Context: an optimization exercise on an open-source flow, tuned for small area. The choices shown serve that exercise and are no tape-out recipe. Only simulation tests tie the RTL to the original design; equivalence was not proved. No activity file was given, so power comes from the tool's default toggle rates.

==> run a <==
==> flow/design.v <==
module MIPS(
    clk,
    rst_n,
    in_valid,
    instruction,
    output_reg,
    out_valid,
    out_1,
    out_2,
    out_3,
    out_4,
    instruction_fail
);
input clk;
input rst_n;
input in_valid;
input [31:0] instruction;
input [19:0] output_reg;
output logic out_valid, instruction_fail;
output logic [31:0] out_1, out_2, out_3, out_4;
function automatic [5:0] dec(input [2:0] c);
    dec[0] = ~c[2] & ~c[1] & ~c[0];
    dec[1] = ~c[2] & ~c[1] &  c[0];
    dec[2] = ~c[2] &  c[1] & ~c[0];
    dec[3] = ~c[2] &  c[1] &  c[0];
    dec[4] =  c[2] & ~c[0];
    dec[5] =  c[2] &  c[0];
endfunction
function automatic legal_reg(input [4:0] r);
    legal_reg = (r == 5'd8) || (r == 5'd16) || (r == 5'd17) ||
                (r == 5'd18) || (r == 5'd23) || (r == 5'd31);
endfunction
logic is_r, is_i, funct_ok, legal_r, legal_i;
logic [1:0] st0;
always_comb begin
    is_r = instruction[31:26] == 6'b000000;
    is_i = instruction[31:26] == 6'b001000;
    case (instruction[5:0])
        6'b100000, 6'b100100, 6'b100101, 6'b100111, 6'b000000, 6'b000010: funct_ok = 1'b1;
        default: funct_ok = 1'b0;
    endcase
    legal_i = is_i & legal_reg(instruction[25:21]) & legal_reg(instruction[20:16]);
    legal_r = is_r & legal_reg(instruction[25:21]) & legal_reg(instruction[20:16]) &
              legal_reg(instruction[15:11]) & funct_ok;
    st0[1] = in_valid & (legal_r | legal_i);
    st0[0] = in_valid & ~legal_r;
end
logic [1:0] st1, st2, st3, st4;
logic [2:0] rs1, rs2, rs3, rt1, rt2, rt3;
logic [15:0] imm1, imm2, imm3;
logic [11:0] or1, or2, or3, or4;
always_ff @(posedge clk or negedge rst_n) begin
    if (!rst_n) begin
        st1 <= 2'b00;
        st2 <= 2'b00;
        st3 <= 2'b00;
        st4 <= 2'b00;
    end else begin
        st1 <= st0;
        st2 <= st1;
        st3 <= st2;
        st4 <= st3;
    end
end
always_ff @(posedge clk) begin
    rs1  <= {instruction[24], instruction[22], instruction[21]};
    rt1  <= {instruction[19], instruction[17], instruction[16]};
    imm1 <= instruction[15:0];
    or1  <= {output_reg[18], output_reg[16], output_reg[15],
             output_reg[13], output_reg[11], output_reg[10],
             output_reg[8],  output_reg[6],  output_reg[5],
             output_reg[3],  output_reg[1],  output_reg[0]};
    rs2 <= rs1;  rt2 <= rt1;  imm2 <= imm1;  or2 <= or1;
    rs3 <= rs2;  rt3 <= rt2;  imm3 <= imm2;  or3 <= or2;
    or4 <= or3;
end
logic [31:0] rf [0:5];
logic [5:0] wr;    
logic is_addi3, we3;
logic [5:0] rs_sel, rt_sel, wsel;
logic [31:0] a, b, rtv, sum, lg, shx, shy, wdata;
logic [4:0] shamt;
logic [31:0] g, p, gg, pp;
logic [2:0] dst;
always_comb begin
    is_addi3 = st3[1] & st3[0];
    we3 = st3[1];
    rs_sel = dec(rs3) & wr;
    rt_sel = dec(rt3) & wr & {6{~st3[0]}};
    a = 32'd0;
    rtv = 32'd0;
    for (int i = 0; i < 6; i++) begin
        a   = a   | (rf[i] & {32{rs_sel[i]}});
        rtv = rtv | (rf[i] & {32{rt_sel[i]}});
    end
    b = rtv | {16'd0, imm3 & {16{st3[0]}}};
    g = a & b;
    p = a ^ b;
    gg = g; pp = p;
    for (int l = 0; l < 5; l++)
        for (int i = 0; i < 32; i++)
            if ((i >> l) % 2 == 1) begin
                gg[i] = gg[i] | (pp[i] & gg[((i >> l) << l) - 1]);
                pp[i] = pp[i] & pp[((i >> l) << l) - 1];
            end
    sum[0] = p[0];
    for (int i = 1; i < 32; i++)
        sum[i] = p[i] ^ gg[i - 1];
    if (imm3[1])
        lg = ~(a | rtv);
    else if (imm3[0])
        lg = a | rtv;
    else
        lg = a & rtv;
    shamt = imm3[10:6];
    for (int i = 0; i < 32; i++)
        shx[i] = imm3[1] ? rtv[i] : rtv[31 - i];
    shy = shx >> shamt;
    if (st3[0] | (imm3[5] & ~imm3[2]))
        wdata = sum;
    else if (imm3[5])
        wdata = lg;
    else
        for (int i = 0; i < 32; i++)
            wdata[i] = imm3[1] ? shy[i] : shy[31 - i];
    dst = st3[0] ? rt3 : {imm3[14], imm3[12], imm3[11]};
    wsel = dec(dst) & {6{we3}};
end
always_ff @(posedge clk or negedge rst_n) begin
    if (!rst_n)
        wr <= 6'd0;
    else
        wr <= wr | wsel;
end
always_ff @(posedge clk) begin
    for (int i = 0; i < 6; i++)
        if (wsel[i])
            rf[i] <= wdata;
end
logic [5:0] s1, s2, s3, s4;
logic oe;
always_comb begin
    oe = st4[1];
    s1 = dec(or4[2:0])  & wr & {6{oe}};
    s2 = dec(or4[5:3])  & wr & {6{oe}};
    s3 = dec(or4[8:6])  & wr & {6{oe}};
    s4 = dec(or4[11:9]) & wr & {6{oe}};
    out_1 = 32'd0;
    out_2 = 32'd0;
    out_3 = 32'd0;
    out_4 = 32'd0;
    for (int i = 0; i < 6; i++) begin
        out_1 = out_1 | (rf[i] & {32{s1[i]}});
        out_2 = out_2 | (rf[i] & {32{s2[i]}});
        out_3 = out_3 | (rf[i] & {32{s3[i]}});
        out_4 = out_4 | (rf[i] & {32{s4[i]}});
    end
    out_valid = st4[1] | st4[0];
    instruction_fail = ~st4[1] & st4[0];
end
endmodule
==> flow/flow/run.sh <==
#!/bin/bash
# The standard layout (standard.sh), with these changes:
#  - synthesis is the standard synthesis (synth_recipe.tcl) except that
#    ABC runs flow/abc_area.script: ORFS's abc_speed.script with its &nf
#    mapping steps allowed a 30% delay relaxation (&nf -R 30) to recover area
#    and without its final upsize step.
#    Registers are mapped before ABC, so they are the standard synthesis's.
#  - ports are buffered with the smallest buffer (buf_1) instead of the default;
#  - CTS uses clkbuf_4 with sink clusters of up to 10 and inserts no dummy loads.
set -euo pipefail
rm -rf scripts_abc
cp -r "$FLOW_HOME/scripts" scripts_abc
cp flow/abc_area.script scripts_abc/abc_area.script
export BUFFER_PORTS_ARGS="-buffer_cell sky130_fd_sc_hd__buf_1"
export CTS_ARGS="-sink_clustering_enable -repair_clock_nets -dont_use_dummy_load -buf_list {sky130_fd_sc_hd__clkbuf_4} -sink_clustering_size 10 -sink_clustering_max_diameter 50"
SCRIPTS_DIR="$PWD/scripts_abc" ABC_AREA=1 bash standard.sh synth > synth.log 2>&1
bash standard.sh > standard.log 2>&1
==> flow/flow/abc_area.script <==
&get -n
&st
&dch
&nf -R 30
&st
&syn2
&if -g -K 6
&synch2
&nf -R 30
&st
&syn2
&if -g -K 6
&synch2
&nf -R 30
&st
&syn2
&if -g -K 6
&synch2
&nf -R 30
&st
&syn2
&if -g -K 6
&synch2
&nf -R 30
&st
&syn2
&if -g -K 6
&synch2
&nf -R 30
&put
buffer -c
topo
stime -c
dnsize -c
==> flow/standard.sh <==
#!/bin/bash
# synth_recipe.tcl (not shown) runs the flow's synth.tcl, then flattens the netlist and writes it again
# the make line also repeats each setting of config.mk as NAME=value (left out here)
make -C /OpenROAD-flow-scripts/flow DESIGN_CONFIG=/design/flow/config.mk WORK_HOME=/design/flow/orfs CLKGATE_MAP_FILE= SYNTH_SCRIPT=/design/flow/synth_recipe.tcl "${@:-finish}"
==> flow/config.mk <==
export PLATFORM = sky130hd
export DESIGN_NAME = MIPS
export DESIGN_NICKNAME = MIPS
export VERILOG_FILES = /design/flow/design.v
export SDC_FILE = /design/flow/constraint.sdc
export NUM_CORES = 4
export LEC_CHECK = 0
export CAP_MARGIN = 10
export CELL_PAD_IN_SITES_DETAIL_PLACEMENT = 1
export CELL_PAD_IN_SITES_GLOBAL_PLACEMENT = 1
export CORE_MARGIN = 2
export CORE_UTILIZATION = 40
export PLACE_DENSITY = 0.45
export SLEW_MARGIN = 10
==> flow/constraint.sdc <==
create_clock -name core_clock -period 6.5 [get_ports {clk}]
set_input_delay 1.3000 -clock core_clock [delete_from_list [all_inputs] [get_ports {clk}]]
set_output_delay 1.3000 -clock core_clock [all_outputs]
set_load 0.01 [all_outputs]
==> inputs of run b, as changes to run a <==
==> flow/flow/run.sh (replaced) <==
#!/bin/bash
# The standard layout (standard.sh), with these changes:
#  - ports are buffered with the smallest buffer (buf_1) instead of the default;
#  - CTS uses clkbuf_8 with sink clusters of up to 20 and inserts no dummy loads.
set -euo pipefail
export BUFFER_PORTS_ARGS="-buffer_cell sky130_fd_sc_hd__buf_1"
export CTS_ARGS="-sink_clustering_enable -repair_clock_nets -dont_use_dummy_load -buf_list {sky130_fd_sc_hd__clkbuf_8} -sink_clustering_size 20 -sink_clustering_max_diameter 60"
bash standard.sh > standard.log 2>&1
removed: flow/flow/abc_area.script
==> inputs of run c, as changes to run a <==
--- a/flow/flow/run.sh
+++ b/flow/flow/run.sh
@@ -2,8 +2,7 @@
 # The standard layout (standard.sh), with these changes:
 #  - synthesis is the standard synthesis (synth_recipe.tcl) except that
 #    ABC runs flow/abc_area.script: ORFS's abc_speed.script with its &nf
-#    mapping steps allowed a 30% delay relaxation (&nf -R 30) to recover area
-#    and without its final upsize step.
+#    mapping steps allowed a 30% delay relaxation (&nf -R 30) to recover area.
 #    Registers are mapped before ABC, so they are the standard synthesis's.
 #  - ports are buffered with the smallest buffer (buf_1) instead of the default;
 #  - CTS uses clkbuf_4 with sink clusters of up to 10 and inserts no dummy loads.
--- a/flow/flow/abc_area.script
+++ b/flow/flow/abc_area.script
@@ -31,4 +31,5 @@
 buffer -c
 topo
 stime -c
+upsize -c
 dnsize -c
CORE_UTILIZATION = 50   (was 40)
PLACE_DENSITY = 0.55   (was 0.45)
==> inputs of run d, as changes to run a <==
--- a/flow/design.v
+++ b/flow/design.v
@@ -80,7 +80,6 @@
 logic [5:0] rs_sel, rt_sel, wsel;
 logic [31:0] a, b, rtv, sum, lg, shx, shy, wdata;
 logic [4:0] shamt;
-logic [31:0] g, p, gg, pp;
 logic [2:0] dst;
 always_comb begin
     is_addi3 = st3[1] & st3[0];
@@ -94,18 +93,7 @@
         rtv = rtv | (rf[i] & {32{rt_sel[i]}});
     end
     b = rtv | {16'd0, imm3 & {16{st3[0]}}};
-    g = a & b;
-    p = a ^ b;
-    gg = g; pp = p;
-    for (int l = 0; l < 5; l++)
-        for (int i = 0; i < 32; i++)
-            if ((i >> l) % 2 == 1) begin
-                gg[i] = gg[i] | (pp[i] & gg[((i >> l) << l) - 1]);
-                pp[i] = pp[i] & pp[((i >> l) << l) - 1];
-            end
-    sum[0] = p[0];
-    for (int i = 1; i < 32; i++)
-        sum[i] = p[i] ^ gg[i - 1];
+    sum = a + b;
     if (imm3[1])
         lg = ~(a | rtv);
     else if (imm3[0])
==> flow/run.sh (new file) <==
#!/bin/bash
# synth_recipe.tcl (not shown) runs the flow's synth.tcl, then flattens the netlist and writes it again
# the make line also repeats each setting of config.mk as NAME=value (left out here)
make -C /OpenROAD-flow-scripts/flow DESIGN_CONFIG=/design/flow/config.mk WORK_HOME=/design/flow/orfs CLKGATE_MAP_FILE= SYNTH_SCRIPT=/design/flow/synth_recipe.tcl finish
CAP_MARGIN = 20   (was 10)
CELL_PAD_IN_SITES_DETAIL_PLACEMENT = unset   (was 1)
CELL_PAD_IN_SITES_GLOBAL_PLACEMENT = unset   (was 1)
PLACE_DENSITY = unset   (was 0.45)
SLEW_MARGIN = 20   (was 10)
removed: flow/flow/run.sh
removed: flow/flow/abc_area.script
removed: flow/standard.sh
==> qor summary <==
Share of power burned in registers: run c 62.8%; run a 62.8%; run d 47.2%; run b 61.6%
Multiplexer area fraction after synthesis: run c 0.958%; run a 0.970%; run d 6.78%; run b 4.87%
Count of clock buffers in the final design: run c 43; run a 43; run d 46; run b 30
Cell at the root of the clock tree: run c sky130_fd_sc_hd__clkbuf_4; run a sky130_fd_sc_hd__clkbuf_4; run d sky130_fd_sc_hd__clkbuf_16; run b sky130_fd_sc_hd__clkbuf_8
Netlist area before placement: run c 19200 um2; run a 19000 um2; run d 20100 um2; run b 19700 um2
Total global routing track utilization: run c 45.4%; run a 36.8%; run d 34.9%; run b 37.1%
Post-synthesis net count: run c 2026; run a 2026; run d 2096; run b 2037
Met1 GRT Util: run c 58.8%; run a 50.3%; run d 43.2%; run b 49.9%
Die ar.: run c 40000 um2; run a 49100 um2; run d 52200 um2; run b 51100 um2
Non-filler instance count after layout: run c 2546; run a 2645; run d 2791; run b 2693
Outcome: run c no timing/DRC/antenna violations; run a no timing/DRC/antenna violations; run d no timing/DRC/antenna violations; run b no timing/DRC/antenna violations
Global-route wire length before repair: run c 133 mm; run a 135 mm; run d 137 mm; run b 139 mm
Syn Area/Cell: run c 10.0 um2; run a 9.88 um2; run d 10.1 um2; run b 10.2 um2
Final Hold Slack: run c 0.321 ns; run a 0.322 ns; run d 0.301 ns; run b 0.289 ns
Antenna violations before repair: run c 5; run a 4; run d 1; run b 0
Buffer count excluding the clock tree in the final layout: run c 259; run a 267; run d 252; run b 258
Sequential element share of the synthesized area: run c 43.7%; run a 44.3%; run d 41.7%; run b 42.6%
Slowest CP cell: run c sky130_fd_sc_hd__o21ai_0; run a sky130_fd_sc_hd__and3_1; run d sky130_fd_sc_hd__and4b_1; run b sky130_fd_sc_hd__a211oi_1
Internal reg-to-reg setup slack: run c 0.37 ns; run a 0.62 ns; run d 0.63 ns; run b 0.49 ns
Routability congestion estimate: run c 1.08; run a 0.968; run d 1.06; run b 1.02
Starting density of the core: run c 50.8%; run a 40.6%; run d 40.3%; run b 40.4%
Arr. time, crit path: run c 6.64 ns; run a 6.21 ns; run d 6.14 ns; run b 6.34 ns
Register area: run c 8400 um2; run a 8400 um2; run d 8400 um2; run b 8400 um2

-- separate check: timing with driven ports --
The results above use ideal ports. As a check the final layouts listed here were re-extracted and re-timed, cells and wires unchanged. Step 1, drivers: a clkbuf_16 drives clk and a buf_2 each remaining input, both assumed. Step 2 adds t to the input delays and takes it off the output delays; t is the mean of the earliest and latest rising clock arrival at the registers after step 1. Input paths then give back, and output paths get back, about the clock's delay inside the block. a / b / c = no drivers / after step 1 / after step 2; a / b = the first two.
run	t (ns)	setup WS [ns]	worst setup path at the end	slew at the worst register clock pin (ns)	cell pins on the clock port's net
run a	0.812	0.619 / 0.619 / 0.619	register to register	0.11 / 0.11	1
run b	0.677	0.492 / 0.492 / 0.492	register to register	0.12 / 0.12	1
run c	0.830	0.368 / 0.368 / 0.368	register to register	0.12 / 0.12	1
run d	0.614	0.628 / 0.628 / 0.628	register to register	0.07 / 0.07	1
After both steps every run listed still meets setup and hold.
